This is an optimization exercise on Yosys and OpenROAD, whose aim is small area and a short achievable clock period, not a production implementation. In this exercise RTL edits were held to simulation tests only and were not proved equivalent to the original.

`design/flow/config.mk`:
```
export PLATFORM = sky130hd
export DESIGN_NAME = puzzle3_2
export DESIGN_NICKNAME = puzzle3_2
export VERILOG_FILES = /design/flow/design.v
export SDC_FILE = /design/flow/constraint.sdc
export NUM_CORES = 4
export LEC_CHECK = 0
export ABC_AREA = 1
export CAP_MARGIN = 20
export CORE_MARGIN = 2
export CORE_UTILIZATION = 60
export SLEW_MARGIN = 20
```
`design/flow/constraint.sdc`:
```
create_clock -name core_clock -period 1000.0 [get_ports {clk}]
set_input_delay 200.0000 -clock core_clock [delete_from_list [all_inputs] [get_ports {clk}]]
set_output_delay 200.0000 -clock core_clock [all_outputs]
set_load 0.01 [all_outputs]
```
`design/flow/design.v`:
```
module puzzle3_2 (
    input clk,
    input rst_n,
    input [3:0] data_in,
    input wr_en,
    input bank_end,
    output logic [63:0] sum
);
logic [3:0]  run;   
logic [2:0]  ph;    
logic [2:0]  q;     
logic [3:0]  dl [0:10];
logic [3:0]  r  [2:9];
logic [33:0] Jn;   
logic [33:0] J;
assign J = ~Jn;
logic stream, drain;
assign stream = (ph == 3'd0) & (run == 4'd12);
assign drain  = ph != 3'd0;
assign q      = ph - 3'd1;
logic [2:0]  k1;
assign k1     = (ph == 3'd0) ? 3'd0 : q;
logic [3:0] d1, d2, x, m, b, b1, fd, top1, top2, n2;
logic [9:1] le1, le2, led, eqd, t1, t2;
logic two;
logic act;
function automatic [3:0] therm2bin(input [9:1] t);
    therm2bin[3] = t[8];
    therm2bin[2] = t[4] & ~t[8];
    therm2bin[1] = (t[2] & ~t[4]) | (t[6] & ~t[8]);
    therm2bin[0] = (t[1] & ~t[2]) | (t[3] & ~t[4]) | (t[5] & ~t[6]) | (t[7] & ~t[8]) | t[9];
endfunction
function automatic gt4(input [3:0] a, input [3:0] b);
    gt4 = 1'b0;
    for (int i = 0; i < 4; i++) gt4 = (a[i] & ~b[i]) | ((a[i] | ~b[i]) & gt4);
endfunction
function automatic [3:0] inc4s(input [3:0] a);
    logic s;
    s = a[3] & a[2] & a[1] & a[0];
    inc4s[0] = ~a[0] | s;
    inc4s[1] = (a[1] ^ a[0]) | s;
    inc4s[2] = (a[2] ^ (a[1] & a[0])) | s;
    inc4s[3] = a[3] | (a[2] & a[1] & a[0]);
endfunction
function automatic [9:1] dec_eq(input [3:0] d);
    dec_eq[1] = ~d[3] & ~d[2] & ~d[1] &  d[0];
    dec_eq[2] = ~d[3] & ~d[2] &  d[1] & ~d[0];
    dec_eq[3] = ~d[3] & ~d[2] &  d[1] &  d[0];
    dec_eq[4] = ~d[3] &  d[2] & ~d[1] & ~d[0];
    dec_eq[5] = ~d[3] &  d[2] & ~d[1] &  d[0];
    dec_eq[6] = ~d[3] &  d[2] &  d[1] & ~d[0];
    dec_eq[7] = ~d[3] &  d[2] &  d[1] &  d[0];
    dec_eq[8] =  d[3] & ~d[0];
    dec_eq[9] =  d[3] &  d[0];
endfunction
function automatic [9:1] dec_le(input [3:0] d);
    dec_le[1] = 1'b1;
    dec_le[2] = d[3] | d[2] | d[1];
    dec_le[3] = d[3] | d[2] | (d[1] & d[0]);
    dec_le[4] = d[3] | d[2];
    dec_le[5] = d[3] | (d[2] & (d[1] | d[0]));
    dec_le[6] = d[3] | (d[2] & d[1]);
    dec_le[7] = d[3] | (d[2] & d[1] & d[0]);
    dec_le[8] = d[3];
    dec_le[9] = d[3] & d[0];
endfunction
always_comb begin
    act = drain | stream;
    d1 = '0; d2 = '0;
    for (int k = 0; k < 6; k++) begin
        d1 = d1 | ({4{k1 == 3'(k)}} & dl[10-k]);
        d2 = d2 | ({4{q == 3'(k)}} & dl[9-k]);
    end
    le1 = dec_le(d1);
    le2 = drain ? dec_le(d2) : 9'd0;
    two = ~gt4(d2, d1) & drain;
    led = le1 | le2;
    eqd = led & ~{1'b0, led[9:2]};
    t1[1] = 1'b1; t2[1] = 1'b1;
    for (int v = 2; v <= 9; v++) begin
        t2[v] = gt4({1'b0, r[v][3:1]}, {1'b0, q});
        t1[v] = gt4(r[v], {q, 1'b0});
    end
    top1 = therm2bin(t1);
    n2   = therm2bin(t2);
    top2 = gt4(n2, d1) ? n2 : d1;
    x = '0;
    for (int v = 2; v <= 9; v++) x = x | ({4{eqd[v]}} & r[v]);
    fd = !drain ? 4'd0 : two ? {q, 1'b1} : {ph, 1'b0};
    m  = gt4(x, fd) ? x : fd;
    b  = inc4s(m);
    b1 = inc4s(b);
end
logic [39:0] hz, h;
mul10add u_h1 (.x({6'd0, J}), .d(top1), .y(hz));
mul10add u_h2 (.x(hz), .d(top2), .y(h));
logic [63:0] sum_n;
addsum u_sum (.a(sum), .b((ph == 3'd6) ? h : 40'd0), .s(sum_n));
always_ff @(posedge clk) begin
    dl[0] <= data_in;
    for (int k = 1; k <= 10; k++) dl[k] <= dl[k-1];
    for (int v = 2; v <= 9; v++)
        r[v] <= ({4{two & le2[v]}} & b1) |
                ({4{act & led[v] & ~(two & le2[v])}} & b) |
                ({4{act & ~led[v]}} & r[v]);
    Jn <= ~((drain && ph != 3'd6) ? h[33:0] : 34'd0);
end
always_ff @(posedge clk, negedge rst_n) begin
    if (!rst_n) begin
        run <= '0;
        ph  <= '0;
        sum <= '0;
    end else begin
        run <= !wr_en ? 4'd0 : (run == 4'd12) ? run : run + 4'd1;
        ph  <= bank_end ? 3'd1 : (ph == 3'd0 || ph == 3'd6) ? 3'd0 : ph + 3'd1;
        sum <= sum_n;
    end
end
endmodule
module mul10add (
    input  [39:0] x,
    input  [3:0]  d,
    output logic [39:0] y
);
    logic [39:0] a, b;
    logic c;
    always_comb begin
        a = {x[36:0], d[3] ? 3'd7 : d[2:0]};
        b = {x[38:0], d[3]};
        c = d[3] & d[0];
        for (int i = 0; i < 40; i++) begin
            y[i] = a[i] ^ b[i] ^ c;
            c = (a[i] & b[i]) | (a[i] & c) | (b[i] & c);
        end
    end
endmodule
module addsum (
    input  [63:0] a,
    input  [39:0] b,
    output logic [63:0] s
);
    logic c;
    always_comb begin
        c = 1'b0;
        for (int i = 0; i < 64; i++) begin
            if (i < 40) begin
                s[i] = a[i] ^ b[i] ^ c;
                c = (a[i] & b[i]) | (a[i] & c) | (b[i] & c);
            end else begin
                s[i] = a[i] ^ c;
                c = a[i] & c;
            end
        end
    end
endmodule
```
`design/flow/flow/run.sh`:
```
#!/bin/bash
# Layout flow: the standard synthesis; its half adder cells split
# into plain gates; the combinational logic then re-mapped
# by ABC with a stronger area script, eight random seeds, the smallest
# result kept (registers and full adder cells untouched); then the standard
# layout with buf_1 port buffers and a clock tree of clkbuf_8 without
# dummy loads.
set -eo pipefail
R=$PWD/orfs/results/sky130hd/puzzle3_2/base
bash standard.sh $R/1_2_yosys.v > 1_standard_synth.log 2>&1
cp $R/1_2_yosys.v synth_standard.v
python3 flow/prep.py synth_standard.v synth_prep.v > 2_prep.log 2>&1
for batch in "1 2 3 4" "5 6 7 8"; do
  for s in $batch; do
    bash flow/reopt.sh synth_prep.v reopt_$s.v $s > reopt_$s.ys
    yosys -s reopt_$s.ys > 3_reopt_$s.log 2>&1 &
  done
  wait
done
best=$(for s in 1 2 3 4 5 6 7 8; do
  if [[ -s reopt_$s.v ]] && grep -q 'End of script' 3_reopt_$s.log; then
    echo "$(grep 'Chip area' 3_reopt_$s.log | tail -1 | awk '{print $NF}') $s"
  fi
done | sort -g | head -1 | awk '{print $2}')
echo "kept seed $best" > 3_reopt_pick.log
cp reopt_$best.v $R/1_2_yosys.v
export BUFFER_PORTS_ARGS="-buffer_cell sky130_fd_sc_hd__buf_1"
export CTS_ARGS="-sink_clustering_enable -repair_clock_nets -dont_use_dummy_load -buf_list sky130_fd_sc_hd__clkbuf_8"
bash standard.sh finish > 4_standard_layout.log 2>&1
```
`design/flow/flow/dontuse.txt`:
```
-dont_use sky130_fd_sc_hd__lpflow_bleeder_1 -dont_use sky130_fd_sc_hd__lpflow_clkbufkapwr_1 -dont_use sky130_fd_sc_hd__lpflow_clkbufkapwr_16 -dont_use sky130_fd_sc_hd__lpflow_clkbufkapwr_2 -dont_use sky130_fd_sc_hd__lpflow_clkbufkapwr_4 -dont_use sky130_fd_sc_hd__lpflow_clkbufkapwr_8 -dont_use sky130_fd_sc_hd__lpflow_clkinvkapwr_1 -dont_use sky130_fd_sc_hd__lpflow_clkinvkapwr_16 -dont_use sky130_fd_sc_hd__lpflow_clkinvkapwr_2 -dont_use sky130_fd_sc_hd__lpflow_clkinvkapwr_4 -dont_use sky130_fd_sc_hd__lpflow_clkinvkapwr_8 -dont_use sky130_fd_sc_hd__lpflow_decapkapwr_12 -dont_use sky130_fd_sc_hd__lpflow_decapkapwr_3 -dont_use sky130_fd_sc_hd__lpflow_decapkapwr_4 -dont_use sky130_fd_sc_hd__lpflow_decapkapwr_6 -dont_use sky130_fd_sc_hd__lpflow_decapkapwr_8 -dont_use sky130_fd_sc_hd__lpflow_inputiso0n_1 -dont_use sky130_fd_sc_hd__lpflow_inputiso0p_1 -dont_use sky130_fd_sc_hd__lpflow_inputiso1n_1 -dont_use sky130_fd_sc_hd__lpflow_inputiso1p_1 -dont_use sky130_fd_sc_hd__lpflow_inputisolatch_1 -dont_use sky130_fd_sc_hd__lpflow_isobufsrc_1 -dont_use sky130_fd_sc_hd__lpflow_isobufsrc_16 -dont_use sky130_fd_sc_hd__lpflow_isobufsrc_2 -dont_use sky130_fd_sc_hd__lpflow_isobufsrc_4 -dont_use sky130_fd_sc_hd__lpflow_isobufsrc_8 -dont_use sky130_fd_sc_hd__lpflow_isobufsrckapwr_16 -dont_use sky130_fd_sc_hd__lpflow_lsbuf_lh_hl_isowell_tap_1 -dont_use sky130_fd_sc_hd__lpflow_lsbuf_lh_hl_isowell_tap_2 -dont_use sky130_fd_sc_hd__lpflow_lsbuf_lh_hl_isowell_tap_4 -dont_use sky130_fd_sc_hd__lpflow_lsbuf_lh_isowell_4 -dont_use sky130_fd_sc_hd__lpflow_lsbuf_lh_isowell_tap_1 -dont_use sky130_fd_sc_hd__lpflow_lsbuf_lh_isowell_tap_2 -dont_use sky130_fd_sc_hd__lpflow_lsbuf_lh_isowell_tap_4 -dont_use sky130_fd_sc_hd__probe_p_8 -dont_use sky130_fd_sc_hd__probec_p_8 
```
`design/flow/flow/prep.py`:
```
#!/usr/bin/env python3
# Half adder cells are split into their two gates (COUT = A & B,
# SUM = A ^ B), so that the re-mapping step can merge them into the
# surrounding logic. Full adder cells are kept.
import re, sys
src = open(sys.argv[1]).read()
cell_re = re.compile(r'(sky130_fd_sc_hd__ha_\w+)(\s+)(\S+)(\s*)\((.*?)\);', re.S)
pin_re = re.compile(r'\.(\w+)\(([^()]*)\)')
n = 0
def rep(m):
    global n
    n += 1
    pins = {p: v for p, v in pin_re.findall(m.group(5))}
    return ('sky130_fd_sc_hd__and2_1 %s_c (.A(%s), .B(%s), .X(%s));\n'
            '  sky130_fd_sc_hd__xor2_1 %s_s (.A(%s), .B(%s), .X(%s));'
            % (m.group(3), pins['A'], pins['B'], pins['COUT'],
               m.group(3), pins['A'], pins['B'], pins['SUM']))
open(sys.argv[2], 'w').write(cell_re.sub(rep, src))
print('split', n, 'half adders')
```
`design/flow/flow/reopt.sh`:
```
#!/bin/bash
# Writes a Yosys script that re-maps the combinational logic of a mapped
# netlist ($1) with a stronger ABC script (random seed $3) and writes the
# result to $2. Flip-flops, adder cells and tie cells are kept as they are,
# so every register keeps its name and cell type.
LIB=$FLOW_HOME/platforms/sky130hd/lib/sky130_fd_sc_hd__tt_025C_1v80.lib
DU=$(cat $(dirname $0)/dontuse.txt)
cat <<EOT
read_liberty -ignore_miss_func $LIB
read_verilog $1
hierarchy -top $FLOW_TOP
setattr -mod -set blackbox 1 sky130_fd_sc_hd__df* sky130_fd_sc_hd__edf* sky130_fd_sc_hd__sdf* sky130_fd_sc_hd__sedf* sky130_fd_sc_hd__dl* sky130_fd_sc_hd__fa_* sky130_fd_sc_hd__ha_* sky130_fd_sc_hd__conb_*
flatten
opt_clean
stat -liberty $LIB
abc -liberty $LIB $DU -script +strash;&get,-n;&deepsyn,-T,20,-S,$3;&dch,-f;&nf,-R,1000;&put
opt_clean -purge
stat -liberty $LIB
write_verilog -noattr -nohex -nodec $2
EOT
```
`design/flow/standard.sh`:
```
#!/bin/bash
# synth_recipe.tcl (not shown) runs the flow's synth.tcl, then flattens the netlist and writes it again
# the make line also repeats each setting of config.mk as NAME=value (left out here)
make -C /OpenROAD-flow-scripts/flow DESIGN_CONFIG=/design/flow/config.mk WORK_HOME=/design/flow/orfs CLKGATE_MAP_FILE= SYNTH_SCRIPT=/design/flow/synth_recipe.tcl "${@:-finish}"
```
==> run_results.csv, run 1 <==
group,metric,value,unit
finish,stdcell_count,1035,
finish,layout_commonest_cell,"dfxtp_1",
route,drtPass1Iterations,5,
global_routing,grt_pass1_wl,32.3,mm
global_routing,grt_pass1_vias,6333,
route,vias_per_cell,5.85,
synthesis,synth_fp_nets,875,
setup_path,cp_num_cells,1,
sta,hold_violations,0,
clocking,cts-htree-levels,4,
setup_path,path_class,"flip-flop to output port",
route,vias,6059,
setup_path,cp.required,800.00,ns
setup_path,critPathMaxFanout,3,
global_routing,globalRouteTotalUtil,26.4,%
clocking,path_clk_slew,0.11,ns
global_routing,grt_max_degree,72,
finish,drive_gt1_share,2.94,%
setup_path,r2r_setup_slack,978.12,ns
clocking,cts_root_buf,"clkbuf_8",
setup_path,cp_slowest_stage_delay,0.38,ns
clocking,cts_made_buffers,17,
finish,fin_area,0.00958,sq mm
route,drt_iter0_drc,461,
clocking,cts_tree,"done",
clocking,cts_resized,0,
setup_path,cp.buffers_inverters,1,
sta,setup_violations,0,
placement,place_area,0.00933,sq mm
setup_path,crit_family,"flip-flops",
synthesis,syn_inst,758,
route,drc,0,
run,cap_violations,0,
die,die_h,125,um
sta,rsz0062_at_grt,"false",
min_path,holdCritPathClass,"flip-flop to flip-flop",
sta,slew_headroom,24.2,%
synthesis,avgSynthCellArea,11.6,sq um
route,postRouteAntennaNets,0,
setup_path,endpoint_kind,"output port",
sta,tns,0,ns
route,wl_per_cell,18.8,um
run_status,status,"finished clean",
placement,dp_hpwl,14.6,mm
finish,layout_common_cells,"dfxtp_1 (110), fa_1 (109), nor2_1 (95), dfrtp_1 (71), buf_1 (70)",
finish,fin_util,66.4,%
placement,place_congestion,0.972,
die,start_util,60.9,%
die,die_x,125,um
synthesis,synth_area,0.00878,sq mm
die,core.rowCount,44,
placement,dp.cells,1018,
global_routing,antenna_found_initial,0,
synthesis,yosys_warnings,5,
placement,port_buffers,71,
clocking,cts.path.max_buffers,2,
setup_path,ff2ff_path_depth,66,
clocking,hold_buffers,0,
finish,fillers,1119,
setup_path,path_cells,"buf_1",
sta,worstMarginPinSlew,1.14,ns
route,drt_wl_total,19.5,mm
sta,finClkSkew,0.0477,ns
clocking,worstSkewPairLatency,0.47,ns
sta,period_needed,201.04,ns
clocking,cts.sinks,181,
finish,antennaDiodeCount,0,
sta,drv_slew,0,
die,die_area,0.0156,sq mm
setup_path,crit_slowest_cell,"dfrtp_1",
finish,syn2layout_area_growth,9.09,%
die,io_pins,72,
min_path,min_path_cells,0,
setup_path,cp-start-kind,"flip-flop",
finish,nets,970,
die,coreArea,0.0144,sq mm
sta,max_freq,0.00497,GHz
setup_path,cp.arrival,1.04,ns
clocking,post-cts-setup-buffer-count,0,
global_routing,grt_overflow,0,
sta,fin_crit_sh,20.1,%
routing by layer:
layer | part of all wire [%] | up-vias | wire length (um) | global-route usage [%]
li1 | - | 2826 | - | -
met1 | 42 | 2991 | 8260 | 35.1
met2 | 49 | 196 | 9580 | 42.7
met3 | 5.4 | 46 | 1060 | 5.52
met4 | 3.0 | 0 | 580 | 11.3
met5 | 0 | - | 0 | 0
area by class of cell:
cell class / instances / area (sq um) / area share [%]
sequential: 181 / 3980 / 41.5
timing repair buffer: 76 / 308 / 3.21
inverter: 24 / 90.1 / 0.940
tap: 184 / 230 / 2.40
clock buffer: 17 / 234 / 2.44
multi-input combinational: 553 / 4740 / 49.5
final timing paths:
path | start | to
hold / removal | dl[1][0]$_DFF_P_ | dl[2][0]$_DFF_P_
min in group asynchronous | rst_n | sum[30]$_DFF_PN0_
hold reg to reg | dl[1][0]$_DFF_P_ | dl[2][0]$_DFF_P_
max in group asynchronous | rst_n | sum[2]$_DFF_PN0_
setup reg to reg | ph[0]$_DFF_PN0_ | sum[63]$_DFF_PN0_
setup / recovery | sum[0]$_DFF_PN0_ | sum[0]
per-stage QoR:
stage / hold WS [ns] / worst slack, ns
after floorplan: 0.310 / 799.53
after detailed placement: 0.312 / 799.12
final: 0.318 / 798.96
after global routing: 0.320 / 798.88
after global placement: 0.311 / 799.19
after CTS: 0.324 / 798.93
state kept, by name (all words and copies together), names as in the netlist:
name and count:
run 4, ph 3, Jn 34, r 32, sum 64, dl 44
==> run 2, diff against run 1 <==
--- a/design/flow/config.mk
+++ b/design/flow/config.mk
@@ -9,4 +9,4 @@
 export CAP_MARGIN = 20
 export CORE_MARGIN = 2
-export CORE_UTILIZATION = 60
+export CORE_UTILIZATION = 55
 export SLEW_MARGIN = 20
==> run_results.csv, run 2 <==
group,metric,value,unit
route,vias,6248,
synthesis,avgSynthCellArea,11.6,sq um
finish,nets,971,
synthesis,synth_fp_nets,875,
global_routing,globalRouteTotalUtil,24.8,%
placement,place_area,0.00938,sq mm
placement,place_congestion,0.935,
clocking,cts_resized,0,
setup_path,critPathMaxFanout,3,
finish,antennaDiodeCount,0,
sta,finClkSkew,0.0371,ns
sta,period_needed,201.05,ns
die,die_h,130,um
die,die_area,0.0170,sq mm
placement,port_buffers,71,
die,die_x,130,um
sta,slew_headroom,21.4,%
sta,worstMarginPinSlew,1.18,ns
setup_path,crit_start,"sum[0]$_DFF_PN0_",
run_status,status,"finished clean",
setup_path,ff2ff_path_depth,68,
route,postRouteAntennaNets,0,
min_path,holdCritStartpoint,"dl[1][3]$_DFF_P_",
finish,layout_commonest_cell,"dfxtp_1",
synthesis,syn_inst,758,
global_routing,grt_pass1_vias,6353,
sta,rsz0062_at_grt,"false",
route,drt_iter0_drc,548,
global_routing,grt_overflow,0,
setup_path,cp-start-kind,"flip-flop",
setup_path,timing.rr.start,"ph[0]$_DFF_PN0_",
clocking,cts.path.max_buffers,2,
setup_path,cp.required,800.00,ns
clocking,cts-htree-levels,4,
die,core.rowCount,46,
synthesis,yosys_warnings,5,
sta,setup_violations,0,
setup_path,r2r_end,"sum[63]$_DFF_PN0_",
finish,top_regs,"sum (64), dl (44), Jn (34)",
finish,fin_area,0.00961,sq mm
finish,fillers,1332,
route,drtPass1Iterations,6,
route,drt_wl_total,19.8,mm
setup_path,r2r_setup_slack,978.20,ns
sta,hold_violations,0,
clocking,cts.sinks,181,
run,cap_violations,0,
placement,dp_hpwl,14.6,mm
setup_path,cp_slowest_stage_delay,0.39,ns
setup_path,crit_family,"flip-flops",
setup_path,cp.buffers_inverters,1,
setup_path,path_cells,"buf_1",
clocking,path_clk_slew,0.11,ns
finish,regMostFlops,"sum",
global_routing,antenna_found_initial,0,
finish,syn2layout_area_growth,9.44,%
sta,max_freq,0.00497,GHz
clocking,cts_root_buf,"clkbuf_8",
min_path,holdCritPathClass,"flip-flop to flip-flop",
sta,layout_setup_ws,798.95,ns
setup_path,crit_slowest_cell,"dfrtp_1",
die,coreArea,0.0158,sq mm
route,vias_per_cell,5.85,
finish,largest_reg_flops,64,
clocking,post-cts-setup-buffer-count,0,
clocking,cts_tree,"done",
setup_path,path_class,"flip-flop to output port",
placement,dp_slack,799.11,ns
min_path,min_path_cells,0,
synthesis,synth_area,0.00878,sq mm
sta,tns,0,ns
finish,drive_gt1_share,3.05,%
clocking,worstSkewPairLatency,0.46,ns
clocking,cts_made_buffers,17,
global_routing,grt_max_degree,72,
finish,layout_common_cells,"dfxtp_1 (110), fa_1 (109), nor2_1 (95), dfrtp_1 (71), buf_1 (70)",
setup_path,endpoint_kind,"output port",
clocking,hold_buffers,0,
global_routing,grt_pass1_wl,32.3,mm
sta,fin_crit_sh,20.1,%
sta,drv_slew,0,
die,io_pins,72,
setup_path,cp.arrival,1.05,ns
die,start_util,55.7,%
min_path,whs_endpoint,"dl[2][3]$_DFF_P_",
route,wl_per_cell,18.5,um
route,drc,0,
## run 2: metrics by stage
| stage | std cells | hold WS (ns) | util (%) |
|---|---|---|---|
| 2_1_floorplan | 758 | 0.310 | - |
| 3_3_place_gp | 1051 | 0.310 | 59.5 |
| 3_5_place_dp | 1051 | 0.314 | 59.5 |
| 4_1_cts | 1068 | 0.318 | 61.0 |
| 5_1_grt | 1068 | 0.329 | 61.0 |
| 6_report | 1068 | 0.316 | 61.0 |
## run 2: layout make-up
| class | count | area, sq um | area share, % |
|---|---|---|---|
| Tap cell | 216 | 270 | 2.81 |
| Clock buffer | 17 | 234 | 2.43 |
| Inverter | 24 | 90.1 | 0.937 |
| Timing Repair Buffer | 77 | 315 | 3.28 |
| Sequential cell | 181 | 3980 | 41.4 |
| Multi-Input combinational cell | 553 | 4730 | 49.2 |
## run 2: layer usage
layer  part of all wire, %  global-route usage, %  vias up  routed length (um)
met5                     0                      0        -                   0
met4                   2.2                   8.07        0                 430
met3                   6.0                   4.64       33                1190
met2                    50                   41.9      220                9860
met1                    42                   32.9     3169                8280
li1                      -                      -     2826                   -
## run 2: how the worst max path moves through the flow
stage / slack, ns / end / cells past startpoint
after floorplan: 799.53 / ph[0]$_DFF_PN0_ / 1
after global placement: 799.19 / sum[2]$_DFF_PN0_ / 1
after detailed placement: 799.11 / sum[2]$_DFF_PN0_ / 1
after CTS: 798.92 / sum[0] / 1
after global routing: 798.90 / sum[59] / 1
final: 798.95 / sum[0] / 1
==> run 3, diff against run 2 <==
--- a/design/flow/config.mk
+++ b/design/flow/config.mk
@@ -9,4 +9,4 @@
 export CAP_MARGIN = 20
 export CORE_MARGIN = 2
-export CORE_UTILIZATION = 55
+export CORE_UTILIZATION = 65
 export SLEW_MARGIN = 20
==> run_results.csv, run 3 <==
group,metric,value,unit
synthesis,yosys_warnings,5,
route,vias_per_cell,6.12,
sta,max_freq,0.00497,GHz
clocking,cts.sinks,181,
finish,largest_reg_flops,64,
finish,regMostFlops,"sum",
setup_path,path_class,"flip-flop to output port",
run,cap_violations,0,
sta,worstMarginPinSlew,1.07,ns
global_routing,globalRouteTotalUtil,28.5,%
setup_path,cp_slowest_stage_delay,0.43,ns
min_path,min_path_cells,0,
sta,finClkSkew,0.0435,ns
route,wl_per_cell,18.5,um
clocking,post-cts-setup-buffer-count,0,
route,postRouteAntennaNets,0,
finish,syn2layout_area_growth,8.76,%
clocking,worstSkewPairLatency,0.47,ns
placement,place_area,0.00932,sq mm
setup_path,cp.required,800.00,ns
setup_path,path_cells,"buf_1",
setup_path,crit_slowest_cell,"dfrtp_1",
die,coreArea,0.0132,sq mm
min_path,holdCritStartpoint,"dl[2][0]$_DFF_P_",
sta,slew_headroom,28.9,%
die,core.rowCount,42,
die,die_x,120,um
setup_path,cp-start-kind,"flip-flop",
min_path,holdCritPathClass,"flip-flop to flip-flop",
clocking,cts_resized,0,
sta,drv_slew,0,
synthesis,syn_inst,758,
setup_path,crit_family,"flip-flops",
synthesis,synth_area,0.00878,sq mm
route,drc,0,
clocking,path_clk_slew,0.08,ns
synthesis,synth_fp_nets,875,
setup_path,cp.arrival,1.05,ns
global_routing,antenna_found_initial,0,
finish,fin_util,72.1,%
synthesis,avgSynthCellArea,11.6,sq um
die,die_h,120,um
global_routing,grt_max_degree,72,
finish,nets,970,
setup_path,ff2ff_path_depth,66,
die,start_util,66.3,%
clocking,cts.path.max_buffers,2,
global_routing,grt_pass1_wl,31.9,mm
setup_path,critPathMaxFanout,5,
sta,period_needed,201.05,ns
setup_path,timing.rr.start,"ph[0]$_DFF_PN0_",
min_path,whs_endpoint,"dl[3][0]$_DFF_P_",
sta,fin_crit_sh,20.1,%
finish,drive_gt1_share,2.94,%
placement,dp_hpwl,14.5,mm
placement,port_buffers,71,
clocking,cts_made_buffers,17,
clocking,hold_buffers,0,
placement,place_congestion,1.00,
finish,layout_common_cells,"dfxtp_1 (110), fa_1 (109), nor2_1 (95), dfrtp_1 (71), buf_1 (70)",
finish,layout_commonest_cell,"dfxtp_1",
clocking,cts_root_buf,"clkbuf_8",
sta,hold_violations,0,
setup_path,cp.buffers_inverters,1,
run_status,status,"finished clean",
finish,top_regs,"sum (64), dl (44), Jn (34)",
clocking,cts_tree,"done",
setup_path,endpoint_kind,"output port",
global_routing,grt_overflow,0,
sta,tns,0,ns
route,drt_wl_total,19.0,mm
finish,fin_area,0.00955,sq mm
finish,antennaDiodeCount,0,
clocking,cts-htree-levels,4,
sta,rsz0062_at_grt,"false",
die,io_pins,72,
die,die_area,0.0145,sq mm
route,drt_iter0_drc,462,
setup_path,r2r_setup_slack,978.24,ns
route,vias,6288,
sta,setup_violations,0,
route,drtPass1Iterations,6,
setup_path,r2r_end,"sum[63]$_DFF_PN0_",
global_routing,grt_pass1_vias,6438,
-- run 3: worst max-delay path by stage --
stage	to	cells after the start	slack [ns]	start
finish	sum[59]	1	798.95	sum[59]$_DFF_PN0_
global placement	sum[2]$_DFF_PN0_	2	799.20	rst_n
global route	sum[42]	1	798.90	sum[42]$_DFF_PN0_
detailed placement	sum[10]$_DFF_PN0_	2	799.13	rst_n
CTS	sum[59]	1	798.93	sum[59]$_DFF_PN0_
floorplan	ph[0]$_DFF_PN0_	1	799.53	bank_end
-- run 3: per-layer routing --
| layer | track usage [%] | up-vias | part of all wire [%] |
|---|---|---|---|
| met5 | 0 | - | 0 |
| met4 | 8.87 | 0 | 2.2 |
| met3 | 6.70 | 40 | 7.1 |
| met2 | 46.4 | 270 | 49 |
| met1 | 38.5 | 3137 | 41 |
| li1 | - | 2841 | - |
-- run 3: area by class of cell --
cell class | count | area, sq um
flip-flops and latches | 181 | 3980
repair buffers | 76 | 305
well taps | 176 | 220
multi-input cells | 553 | 4730
clock buffers | 17 | 234
inverters | 24 | 90.1
fillers | 969 | 3690
-- run 3: metrics by stage --
stage                     setup WS, ns  cells  hold slack [ns]
final                           798.95   1027            0.333
after global routing            798.90   1027            0.339
after CTS                       798.93   1027            0.336
after detailed placement        799.13   1010            0.312
after global placement          799.20   1010            0.310
after floorplan                 799.53    758            0.310
==> run 4, diff against run 3 <==
--- a/design/flow/design.v
+++ b/design/flow/design.v
@@ -98,4 +98,5 @@
 addsum u_sum (.a(sum), .b((ph == 3'd6) ? h : 40'd0), .s(sum_n));
 always_ff @(posedge clk) begin
+    run <= !wr_en ? 4'd0 : (run == 4'd12) ? run : run + 4'd1;
     dl[0] <= data_in;
     for (int k = 1; k <= 10; k++) dl[k] <= dl[k-1];
@@ -108,9 +109,7 @@
 always_ff @(posedge clk, negedge rst_n) begin
     if (!rst_n) begin
-        run <= '0;
         ph  <= '0;
         sum <= '0;
     end else begin
-        run <= !wr_en ? 4'd0 : (run == 4'd12) ? run : run + 4'd1;
         ph  <= bank_end ? 3'd1 : (ph == 3'd0 || ph == 3'd6) ? 3'd0 : ph + 3'd1;
         sum <= sum_n;
--- a/design/flow/config.mk
+++ b/design/flow/config.mk
@@ -9,4 +9,4 @@
 export CAP_MARGIN = 20
 export CORE_MARGIN = 2
-export CORE_UTILIZATION = 65
+export CORE_UTILIZATION = 55
 export SLEW_MARGIN = 20
==> run_results.csv, run 4 <==
group,metric,value,unit
die,core.rowCount,46,
clocking,cts_tree,"done",
route,wl_per_cell,18.3,um
placement,place_congestion,0.920,
placement,port_buffers,71,
setup_path,ff2ff_path_depth,70,
sta,holdWs,0.311,ns
setup_path,r2r_end,"sum[63]$_DFF_PN0_",
sta,fin_crit_sh,20.1,%
clocking,cts.sinks,181,
setup_path,timing.rr.start,"ph[0]$_DFF_PN0_",
finish,syn2layout_area_growth,9.45,%
die,start_util,55.9,%
sta,setup_violations,0,
setup_path,crit_slowest_cell,"dfrtp_1",
setup_path,r2r_setup_slack,977.94,ns
global_routing,grt_overflow,0,
die,die_x,131,um
die,die_area,0.0171,sq mm
finish,top_regs,"sum (64), dl (44), Jn (34)",
route,postRouteAntennaNets,0,
setup_path,cp.buffers_inverters,1,
route,drtPass1Iterations,5,
route,vias,6173,
clocking,post-cts-setup-buffer-count,0,
setup_path,cp.arrival,1.04,ns
clocking,cts.path.max_buffers,2,
sta,drv_slew,0,
clocking,cts_root_buf,"clkbuf_8",
setup_path,path_cells,"buf_1",
global_routing,grt_pass1_wl,32.5,mm
global_routing,antenna_found_initial,0,
finish,antennaDiodeCount,0,
run_status,status,"finished clean",
global_routing,grt_max_degree,68,
synthesis,avgSynthCellArea,11.4,sq um
synthesis,yosys_warnings,5,
setup_path,path_class,"flip-flop to output port",
clocking,hold_buffers,0,
setup_path,cp-start-kind,"flip-flop",
finish,fin_area,0.00968,sq mm
route,vias_per_cell,5.69,
clocking,path_clk_slew,0.11,ns
sta,finClkSkew,0.0445,ns
route,drc,0,
sta,tns,0,ns
clocking,cts_resized,0,
setup_path,endpoint_kind,"output port",
setup_path,cp_slowest_stage_delay,0.42,ns
setup_path,crit_start,"sum[59]$_DFF_PN0_",
synthesis,syn_inst,773,
sta,hold_violations,0,
finish,fillers,1337,
die,die_h,131,um
global_routing,globalRouteTotalUtil,25.0,%
setup_path,critPathMaxFanout,5,
synthesis,synth_fp_nets,890,
min_path,holdCritPathClass,"flip-flop to flip-flop",
finish,regMostFlops,"sum",
finish,layout_commonest_cell,"dfxtp_1",
finish,largest_reg_flops,64,
setup_path,critPathCapture,"sum[59]",
sta,rsz0062_at_grt,"false",
setup_path,crit_family,"flip-flops",
finish,layout_common_cells,"dfxtp_1 (114), fa_1 (109), nor2_1 (93), buf_1 (70), dfrtp_1 (67)",
setup_path,cp_num_cells,1,
sta,max_freq,0.00497,GHz
run,cap_violations,0,
synthesis,synth_area,0.00885,sq mm
sta,slew_headroom,23.2,%
die,io_pins,72,
setup_path,cp.required,800.00,ns
clocking,cts-htree-levels,4,
placement,place_area,0.00944,sq mm
die,coreArea,0.0158,sq mm
clocking,cts_made_buffers,17,
route,drt_wl_total,19.8,mm
route,drt_iter0_drc,479,
finish,nets,987,
global_routing,grt_pass1_vias,6263,
clocking,worstSkewPairLatency,0.47,ns
placement,dp_hpwl,14.9,mm
sta,period_needed,201.04,ns
finish,drive_gt1_share,3.11,%
sta,worstMarginPinSlew,1.15,ns
==> run 4: final cells by class <==
cell class / count / area, sq um / area share (%)
multi-input cells: 568 / 4810 / 49.7
flip-flops and latches: 181 / 3960 / 40.9
repair buffers: 78 / 320 / 3.31
well taps: 216 / 270 / 2.79
clock buffers: 17 / 234 / 2.42
inverters: 24 / 90.1 / 0.930
==> run 4: metrics by stage <==
step	util, %	setup slack (ns)	cells
global placement	59.6	799.24	1067
CTS	61.1	798.93	1084
detailed placement	59.6	799.17	1067
finish	61.2	798.96	1084
global route	61.2	798.86	1084
floorplan	-	799.53	773
==> run 4: how the worst min path moves through the flow <==
stage,from,endpoint,slack (ns),cells past startpoint
finish,dl[0][3]$_DFF_P_,dl[1][3]$_DFF_P_,0.31,0
global route,dl[0][3]$_DFF_P_,dl[1][3]$_DFF_P_,0.33,0
CTS,dl[0][3]$_DFF_P_,dl[1][3]$_DFF_P_,0.32,0
detailed placement,dl[2][0]$_DFF_P_,dl[3][0]$_DFF_P_,0.31,0
global placement,dl[0][0]$_DFF_P_,dl[1][0]$_DFF_P_,0.31,0
floorplan,dl[0][0]$_DFF_P_,dl[1][0]$_DFF_P_,0.31,0
==> run 4: routing by layer <==
layer	share of wire (%)	global-route usage, %	vias to the layer above
met2	49	41.4	202
met4	2.5	8.14	0
li1	-	-	2872
met3	4.7	5.37	34
met1	44	33.2	3065
met5	0	0	-
==> run 5, diff against run 4 <==
--- a/design/flow/design.v
+++ b/design/flow/design.v
@@ -98,5 +98,4 @@
 addsum u_sum (.a(sum), .b((ph == 3'd6) ? h : 40'd0), .s(sum_n));
 always_ff @(posedge clk) begin
-    run <= !wr_en ? 4'd0 : (run == 4'd12) ? run : run + 4'd1;
     dl[0] <= data_in;
     for (int k = 1; k <= 10; k++) dl[k] <= dl[k-1];
@@ -109,7 +108,9 @@
 always_ff @(posedge clk, negedge rst_n) begin
     if (!rst_n) begin
+        run <= '0;
         ph  <= '0;
         sum <= '0;
     end else begin
+        run <= !wr_en ? 4'd0 : (run == 4'd12) ? run : run + 4'd1;
         ph  <= bank_end ? 3'd1 : (ph == 3'd0 || ph == 3'd6) ? 3'd0 : ph + 3'd1;
         sum <= sum_n;
--- a/design/flow/flow/run.sh
+++ b/design/flow/flow/run.sh
@@ -2,5 +2,5 @@
 # Layout flow: the standard synthesis; its half adder cells split
 # into plain gates; the combinational logic then re-mapped
-# by ABC with a stronger area script, eight random seeds, the smallest
+# by ABC with a stronger area script, 24 random seeds, the smallest
 # result kept (registers and full adder cells untouched); then the standard
 # layout with buf_1 port buffers and a clock tree of clkbuf_8 without
@@ -11,5 +11,5 @@
 cp $R/1_2_yosys.v synth_standard.v
 python3 flow/prep.py synth_standard.v synth_prep.v > 2_prep.log 2>&1
-for batch in "1 2 3 4" "5 6 7 8"; do
+for batch in "1 2 3 4" "5 6 7 8" "9 10 11 12" "13 14 15 16" "17 18 19 20" "21 22 23 24"; do
   for s in $batch; do
     bash flow/reopt.sh synth_prep.v reopt_$s.v $s > reopt_$s.ys
@@ -18,5 +18,5 @@
   wait
 done
-best=$(for s in 1 2 3 4 5 6 7 8; do
+best=$(for s in $(seq 1 24); do
   if [[ -s reopt_$s.v ]] && grep -q 'End of script' 3_reopt_$s.log; then
     echo "$(grep 'Chip area' 3_reopt_$s.log | tail -1 | awk '{print $NF}') $s"
==> run_results.csv, run 5 <==
group,metric,value,unit
global_routing,grt_max_degree,72,
die,core.rowCount,46,
setup_path,crit_slowest_cell,"dfrtp_1",
placement,dp_hpwl,14.6,mm
clocking,post-cts-setup-buffer-count,0,
die,die_h,130,um
global_routing,grt_overflow,0,
placement,port_buffers,71,
finish,drive_gt1_share,3.05,%
setup_path,cp.required,800.00,ns
sta,hold_violations,0,
run,cap_violations,0,
finish,fin_util,61.0,%
clocking,cts.sinks,181,
setup_path,cp-start-kind,"flip-flop",
route,drt_wl_total,19.8,mm
sta,worstMarginPinSlew,1.18,ns
clocking,cts_made_buffers,17,
synthesis,syn_inst,758,
clocking,cts_tree,"done",
placement,place_congestion,0.935,
die,coreArea,0.0158,sq mm
sta,fin_crit_sh,20.1,%
clocking,hold_buffers,0,
route,postRouteAntennaNets,0,
global_routing,antenna_found_initial,0,
setup_path,path_cells,"buf_1",
die,die_area,0.0170,sq mm
finish,layout_commonest_cell,"dfxtp_1",
setup_path,cp_slowest_stage_delay,0.39,ns
global_routing,grt_pass1_wl,32.3,mm
route,vias,6248,
synthesis,avgSynthCellArea,11.6,sq um
finish,layout_common_cells,"dfxtp_1 (110), fa_1 (109), nor2_1 (95), dfrtp_1 (71), buf_1 (70)",
global_routing,grt_pass1_vias,6353,
route,drtPass1Iterations,6,
route,drt_iter0_drc,548,
finish,regMostFlops,"sum",
route,wl_per_cell,18.5,um
die,die_x,130,um
die,start_util,55.7,%
sta,setup_violations,0,
sta,finClkSkew,0.0371,ns
synthesis,synth_area,0.00878,sq mm
run_status,status,"finished clean",
clocking,cts_root_buf,"clkbuf_8",
sta,max_freq,0.00497,GHz
synthesis,synth_fp_nets,875,
min_path,holdCritPathClass,"flip-flop to flip-flop",
sta,rsz0062_at_grt,"false",
finish,syn2layout_area_growth,9.44,%
route,drc,0,
finish,top_regs,"sum (64), dl (44), Jn (34)",
setup_path,crit_family,"flip-flops",
sta,slew_headroom,21.4,%
clocking,cts-htree-levels,4,
die,io_pins,72,
setup_path,cp.buffers_inverters,1,
sta,drv_slew,0,
route,vias_per_cell,5.85,
setup_path,critPathMaxFanout,3,
sta,tns,0,ns
setup_path,endpoint_kind,"output port",
setup_path,path_class,"flip-flop to output port",
clocking,worstSkewPairLatency,0.46,ns
finish,nets,971,
setup_path,r2r_setup_slack,978.20,ns
finish,largest_reg_flops,64,
global_routing,globalRouteTotalUtil,24.8,%
setup_path,cp.arrival,1.05,ns
sta,period_needed,201.05,ns
clocking,cts_resized,0,
finish,fillers,1332,
clocking,path_clk_slew,0.11,ns
clocking,cts.path.max_buffers,2,
finish,antennaDiodeCount,0,
synthesis,yosys_warnings,5,
## run 5: worst reg2reg max path: cells and delay by family (launching register included)
family          cells  cell delay [ns]
flops               1             0.36
compound gates      4             0.98
fa+ha+maj          40            15.33
xor+xnor            1             0.17
simple gates       21             4.42
buf+inv             2             0.46
## run 5: layer usage
layer | vias to the layer above | routed length (um) | track usage, %
li1 | 2826 | - | -
met1 | 3169 | 8280 | 32.9
met2 | 220 | 9860 | 41.9
met3 | 33 | 1190 | 4.64
met4 | 0 | 430 | 8.07
met5 | - | 0 | 0
## run 5: final timing paths
path	start	to	cells after the start
worst max-delay path	sum[0]$_DFF_PN0_	sum[0]	1
max in group asynchronous	rst_n	sum[14]$_DFF_PN0_	1
min in group asynchronous	rst_n	sum[31]$_DFF_PN0_	1
worst min register to register	dl[1][3]$_DFF_P_	dl[2][3]$_DFF_P_	0
worst max register to register	ph[0]$_DFF_PN0_	sum[63]$_DFF_PN0_	68
worst min-delay path	dl[1][3]$_DFF_P_	dl[2][3]$_DFF_P_	0
## run 5: area by class of cell
class,count,area [sq um],area share [%]
multi-input cells,553,4730,49.2
clock buffers,17,234,2.43
flip-flops and latches,181,3980,41.4
repair buffers,77,315,3.28
well taps,216,270,2.81
inverters,24,90.1,0.937
## run 5: through the flow
| stage | hold WS (ns) | worst slack [ns] | cells | cell area (sq um) |
|---|---|---|---|---|
| 2_1_floorplan | 0.310 | 799.53 | 758 | 8780 |
| 3_3_place_gp | 0.310 | 799.19 | 1051 | 9380 |
| 3_5_place_dp | 0.314 | 799.11 | 1051 | 9380 |
| 4_1_cts | 0.318 | 798.92 | 1068 | 9610 |
| 5_1_grt | 0.329 | 798.90 | 1068 | 9610 |
| 6_report | 0.316 | 798.95 | 1068 | 9610 |

separate check: timing with driven ports:
The results above use ideal ports. As a check the final layouts listed here were re-extracted and re-timed, cells and wires unchanged.
Step 1 sets driving cells, clkbuf_16 on the clock port and buf_2 on the other inputs (assumed; they add their load-dependent delay and slew).
Step 2, shift: input delay + t, output delay - t, t = (earliest + latest rising clock arrival at the registers) / 2. This alone moves slack from input paths to output paths.
Three values: no drivers, after step 1, after step 2; two values: the first two.
run	t, ns	setup WS [ns]	slew at the worst register clock pin (ns)
run 1	0.488	798.956 / 798.917 / 799.176	0.11 / 0.11
run 2	0.484	798.951 / 798.912 / 799.178	0.11 / 0.11
run 3	0.488	798.953 / 798.914 / 799.176	0.10 / 0.10
run 4	0.491	798.956 / 798.916 / 799.231	0.11 / 0.11
run 5	0.484	798.951 / 798.912 / 799.178	0.11 / 0.11
After both steps setup and hold are still met in every run listed. The worst setup slack also covers recovery checks on asynchronous resets.
